This is an optimization exercise on Yosys and OpenROAD, whose aim is small area, a short achievable clock period and few clock cycles, not a production implementation. Where RTL was checked, it was by simulation tests only, not by an equivalence proof against the original. The clock port is modelled as an ideal driver, which makes a skipped or thinned clock tree look cheaper than it is; a real chip needs a root buffer or a tree. Power is estimated from default activity; no workload was simulated.

// linear_layer_with_mem
module linear_layer_with_mem #(
    parameter DATA_WIDTH    = 8,
    parameter W_WIDTH       = 8,
    parameter ACC_WIDTH     = 32,
    parameter ADDR_WIDTH    = 8,
    parameter DATABUS_WIDTH = 32,
    parameter N = 8,
    parameter M = 8
)(
    input  wire clk,
    input  wire rst,
    input  wire start,
    input  wire [ADDR_WIDTH-1:0] activ_base,
    input  wire [ADDR_WIDTH-1:0] weight_base,
    input  wire [ADDR_WIDTH-1:0] bias_base,
    input  wire [ADDR_WIDTH-1:0] output_base,
    output reg mem_w,
    output reg mem_sel,
    output reg done,
    output reg out_valid,
    output wire [ADDR_WIDTH-1:0]    address_bus,
    input  wire [DATABUS_WIDTH-1:0] data_bus_in,
    output wire [DATABUS_WIDTH-1:0] data_bus_out,
    input  wire                     ready
);
export LEC_CHECK = 0
export CAP_MARGIN = 20
export CORE_MARGIN = 2
export CORE_UTILIZATION = 40
export SLEW_MARGIN = 20
export SYNTH_HIERARCHICAL = 1
export SYNTH_MINIMUM_KEEP_SIZE = 0
create_clock -name core_clock -period 11.0 [get_ports {clk}]
standard.sh (not shown) runs the stock make flow with config.mk's settings and CLKGATE_MAP_FILE= SYNTH_SCRIPT=/design/flow/synth_recipe.tcl, a recipe that flattens the netlist after the stock synthesis.
==> flow/flow/run.sh <==
#!/bin/bash
# Own layout flow: the standard ORFS flow (standard.sh, unchanged
# synthesis) with the make settings listed in flow/knobs.txt (one per line):
# smaller port buffers and clock buffers, and timing repair aimed past the
# clock period. Each tool's full output goes to its ORFS log under orfs/logs/;
# make's own output goes to flow_make.log in the work folder.
set -euo pipefail
args=()
while IFS= read -r line; do
  [[ -z "$line" || "$line" == \#* ]] && continue
  args+=("$line")
done < flow/knobs.txt
bash standard.sh "${args[@]}" finish > flow_make.log 2>&1
==> flow/flow/knobs.txt <==
BUFFER_PORTS_ARGS=-buffer_cell sky130_fd_sc_hd__buf_1
SETUP_SLACK_MARGIN=7.8
CTS_ARGS=-sink_clustering_enable -repair_clock_nets -dont_use_dummy_load -buf_list sky130_fd_sc_hd__clkbuf_8 -sink_clustering_size 40 -sink_clustering_max_diameter 100
The baseline passed the timing, DRC and antenna checks.
Next try:
--- a/flow/flow/knobs.txt
+++ b/flow/flow/knobs.txt
@@ -2 +2 @@
-SETUP_SLACK_MARGIN=7.8
+SETUP_SLACK_MARGIN=7.6
=> Utilization fell by 1.2 points; worst setup slack is worse by 0.16 ns; sequential cell count does not change; maximum frequency came out lower by a few percent; design area drops by a few percent.
Next try:
==> flow/flow/knobs.txt (replaced) <==
BUFFER_PORTS_ARGS=-buffer_cell sky130_fd_sc_hd__buf_1
SETUP_SLACK_MARGIN=7.8
CTS_ARGS=-sink_clustering_enable -repair_clock_nets -dont_use_dummy_load -buf_list sky130_fd_sc_hd__clkbuf_16 -sink_clustering_size 100 -sink_clustering_max_diameter 300
=>
- first-iteration DRC count went up by 24%
- hold slack hardly moves
- global-route usage hardly moves
- power went up by 6.4%
- die area is unchanged
No functional check of the RTL was part of any run of this note.

Another version of the RTL of linear_layer_with_mem (not shown whole).
Size: ~780 cells after synthesis, roughly 110 I/O pins.
==> flow/design.v (excerpt) <==
module linear_layer_with_mem #(
    parameter DATA_WIDTH    = 8,
    parameter W_WIDTH       = 8,
    parameter ACC_WIDTH     = 32,
    parameter ADDR_WIDTH    = 8,
    parameter DATABUS_WIDTH = 32,
    parameter N = 8,
    parameter M = 8
)(
    input  wire clk,
    input  wire rst,
    input  wire start,
    input  wire [ADDR_WIDTH-1:0] activ_base,
    input  wire [ADDR_WIDTH-1:0] weight_base,
    input  wire [ADDR_WIDTH-1:0] bias_base,
    input  wire [ADDR_WIDTH-1:0] output_base,
    output reg mem_w,
    output reg mem_sel,
    output reg done,
    output reg out_valid,
    output wire [ADDR_WIDTH-1:0]    address_bus,
    input  wire [DATABUS_WIDTH-1:0] data_bus_in,
    output wire [DATABUS_WIDTH-1:0] data_bus_out,
    input  wire                     ready
);
export LEC_CHECK = 0
export ABC_AREA = 1
export CAP_MARGIN = 20
export CORE_MARGIN = 2
export CORE_UTILIZATION = 50
export SLEW_MARGIN = 20
create_clock -name core_clock -period 11.0 [get_ports {clk}]
==> flow/flow/run.sh <==
#!/bin/bash
# Own layout flow: the standard ORFS flow (standard.sh; the synthesis is
# the standard one, run first on its own), with
#  - the make settings listed in flow/knobs.txt (one per line, @WORK@ stands
#    for the work folder): small port buffers and timing repair aimed past the
#    clock period;
#  - the clock tree built by flow/mycts.tcl instead of TritonCTS: the clock
#    port drives a few root cells, each driving some of the leaf cells, each
#    leaf driving the flip-flops of one region; every flip-flop has the same
#    cells on its clock path (two inverters: the clock keeps its polarity).
#    Only that call in a copy of ORFS's cts.tcl is changed.
# Each tool's full output goes to its ORFS log under orfs/logs/; make's own
# output goes to flow_make_*.log in the work folder.
set -euo pipefail
args=()
while IFS= read -r line; do
  [[ -z "$line" || "$line" == \#* ]] && continue
  args+=("${line//@WORK@/$PWD}")
done < flow/knobs.txt
bash standard.sh "${args[@]}" synth > flow_make_synth.log 2>&1
rm -rf myscripts
cp -r "$FLOW_HOME/scripts" myscripts
python3 - <<'PY'
p = 'myscripts/cts.tcl'
s = open(p).read()
old = 'log_cmd clock_tree_synthesis {*}$cts_args'
assert s.count(old) == 1
s = s.replace(old, 'source $::env(MYCTS_TCL)\nmy_cts_auto')
open(p, 'w').write(s)
PY
bash standard.sh "${args[@]}" "SCRIPTS_DIR=$PWD/myscripts" "MYCTS_TCL=$PWD/flow/mycts.tcl" finish > flow_make_finish.log 2>&1
# every port keeps its own buffer
FINAL_ODB=orfs/results/$FLOW_PLATFORM/linear_layer_with_mem/base/6_final.odb openroad -no_init -exit flow/check_ports.tcl > flow_check_ports.log 2>&1
==> flow/flow/knobs.txt <==
BUFFER_PORTS_ARGS=-buffer_cell sky130_fd_sc_hd__buf_1
SETUP_SLACK_MARGIN=8.08
SKIP_BUFFER_REMOVAL=1
MYCTS_NR=4
MYCTS_NL=8
MYCTS_ROOT=sky130_fd_sc_hd__clkinv_8
MYCTS_LEAF=sky130_fd_sc_hd__clkinv_8
Other scripts of this flow, unchanged in this note and not shown: flow/flow/check_ports.tcl, flow/flow/mycts.tcl
Testbench counts at the start, summed over its fixed seeds: cycles 85,824.
Then changed:
--- a/flow/flow/knobs.txt
+++ b/flow/flow/knobs.txt
@@ -2 +2 @@
-SETUP_SLACK_MARGIN=8.08
+SETUP_SLACK_MARGIN=8.15
@@ -7,0 +8,3 @@
+POST_GLOBAL_PLACE_TCL=@WORK@/flow/post_gpl.tcl
+OUTBUF_CELL=sky130_fd_sc_hd__buf_2
+OUTFF_DRIVE=2
==> flow/flow/post_gpl.tcl (new file) <==
# Resize the output ports' buffers (inserted by buffer_ports) to OUTBUF_CELL
# and, with OUTFF_DRIVE set, the flip-flops driving them to that drive
# strength (same cell type).
set block [ord::get_db_block]
set nb 0
set nf 0
foreach bt [$block getBTerms] {
  if {[$bt getIoType] ne "OUTPUT"} { continue }
  foreach it [[$bt getNet] getITerms] {
    set inst [$it getInst]
    if {![string match "*buf*" [[$inst getMaster] getName]]} { continue }
    if {[info exists ::env(OUTBUF_CELL)]} {
      replace_cell [get_cells [$inst getName]] $::env(OUTBUF_CELL)
      incr nb
    }
    if {[info exists ::env(OUTFF_DRIVE)]} {
      set in [$inst findITerm A]
      foreach d [[$in getNet] getITerms] {
        if {![$d isOutputSignal]} { continue }
        set dm [[$d getInst] getMaster]
        if {![$dm isSequential]} { continue }
        set nm [regsub {_[0-9]+$} [$dm getName] "_$::env(OUTFF_DRIVE)"]
        if {$nm ne [$dm getName]} {
          replace_cell [get_cells [[$d getInst] getName]] $nm
          incr nf
        }
      }
    }
  }
}
puts "post_gpl: $nb output buffers resized, $nf flip-flops resized"
CORE_UTILIZATION = 65   (was 50)
Sequential share of layout area drops by 0.48 points.
Setup slack got worse by 0.026 ns.
Wire length fell by 1.5%.
Then changed:
==> flow/flow/knobs.txt (replaced) <==
BUFFER_PORTS_ARGS=-buffer_cell sky130_fd_sc_hd__buf_1
SETUP_SLACK_MARGIN=8.08
SKIP_BUFFER_REMOVAL=1
MYCTS_NR=4
MYCTS_NL=8
MYCTS_ROOT=sky130_fd_sc_hd__clkinv_8
MYCTS_LEAF=sky130_fd_sc_hd__clkinv_8
CORE_UTILIZATION = 80   (was 65)
removed: flow/flow/post_gpl.tcl
After rerunning: The changed run finished clean; combinational power hardly moves; hold slack improves by 0.011 ns; routed wire length grows by about 23%; via count grows by about 9%; sequential share of layout area grows by 1.0 points; design area shrinks by about 3.5%; total power grows by 1.1%; synthesized cell count stays the same.
No run of this note takes its clock network from TritonCTS; it comes from the design's own scripts or RTL.

==> separate check: timing with driven ports <==
The results above use ideal ports. As a check the final layouts listed here were re-extracted and re-timed, cells and wires unchanged. Step 1 assumes that a clkbuf_16 drives the clock port and a buf_2 every other input. Step 2 moves the port delays by t, midway between the first and last clock arrival at a register: inputs arrive t later, outputs are due t later. That takes back most of the time a late clock gives input paths. Slacks: ideal / step 1 / step 2; pairs: ideal / step 1.
run | t, ns | slack for setup (ns) | hold slack, ns
the first run of note 1 | 0.472 | 7.833 / 7.794 / 7.621 | 0.408 / 0.408 / 0.408
the second run of note 1 | 0.472 | 7.670 / 7.630 / 7.632 | 0.408 / 0.408 / 0.408
the third run of note 1 | 0.452 | 7.818 / 7.776 / 7.631 | 0.410 / 0.410 / 0.410
the first run of note 2 | 0.282 | 8.113 / 7.970 / 8.149 | 0.418 / 0.418 / 0.418
the second run of note 2 | 0.279 | 8.086 / 7.955 / 8.139 | 0.400 / 0.401 / 0.401
the third run of note 2 | 0.270 | 8.096 / 7.961 / 8.067 | 0.410 / 0.411 / 0.411
After both steps setup and hold are still met in every run listed. For the first run of note 1, which loses most, drivers alone change the setup slack by -0.039 ns; drivers and shift together by -0.212 ns.
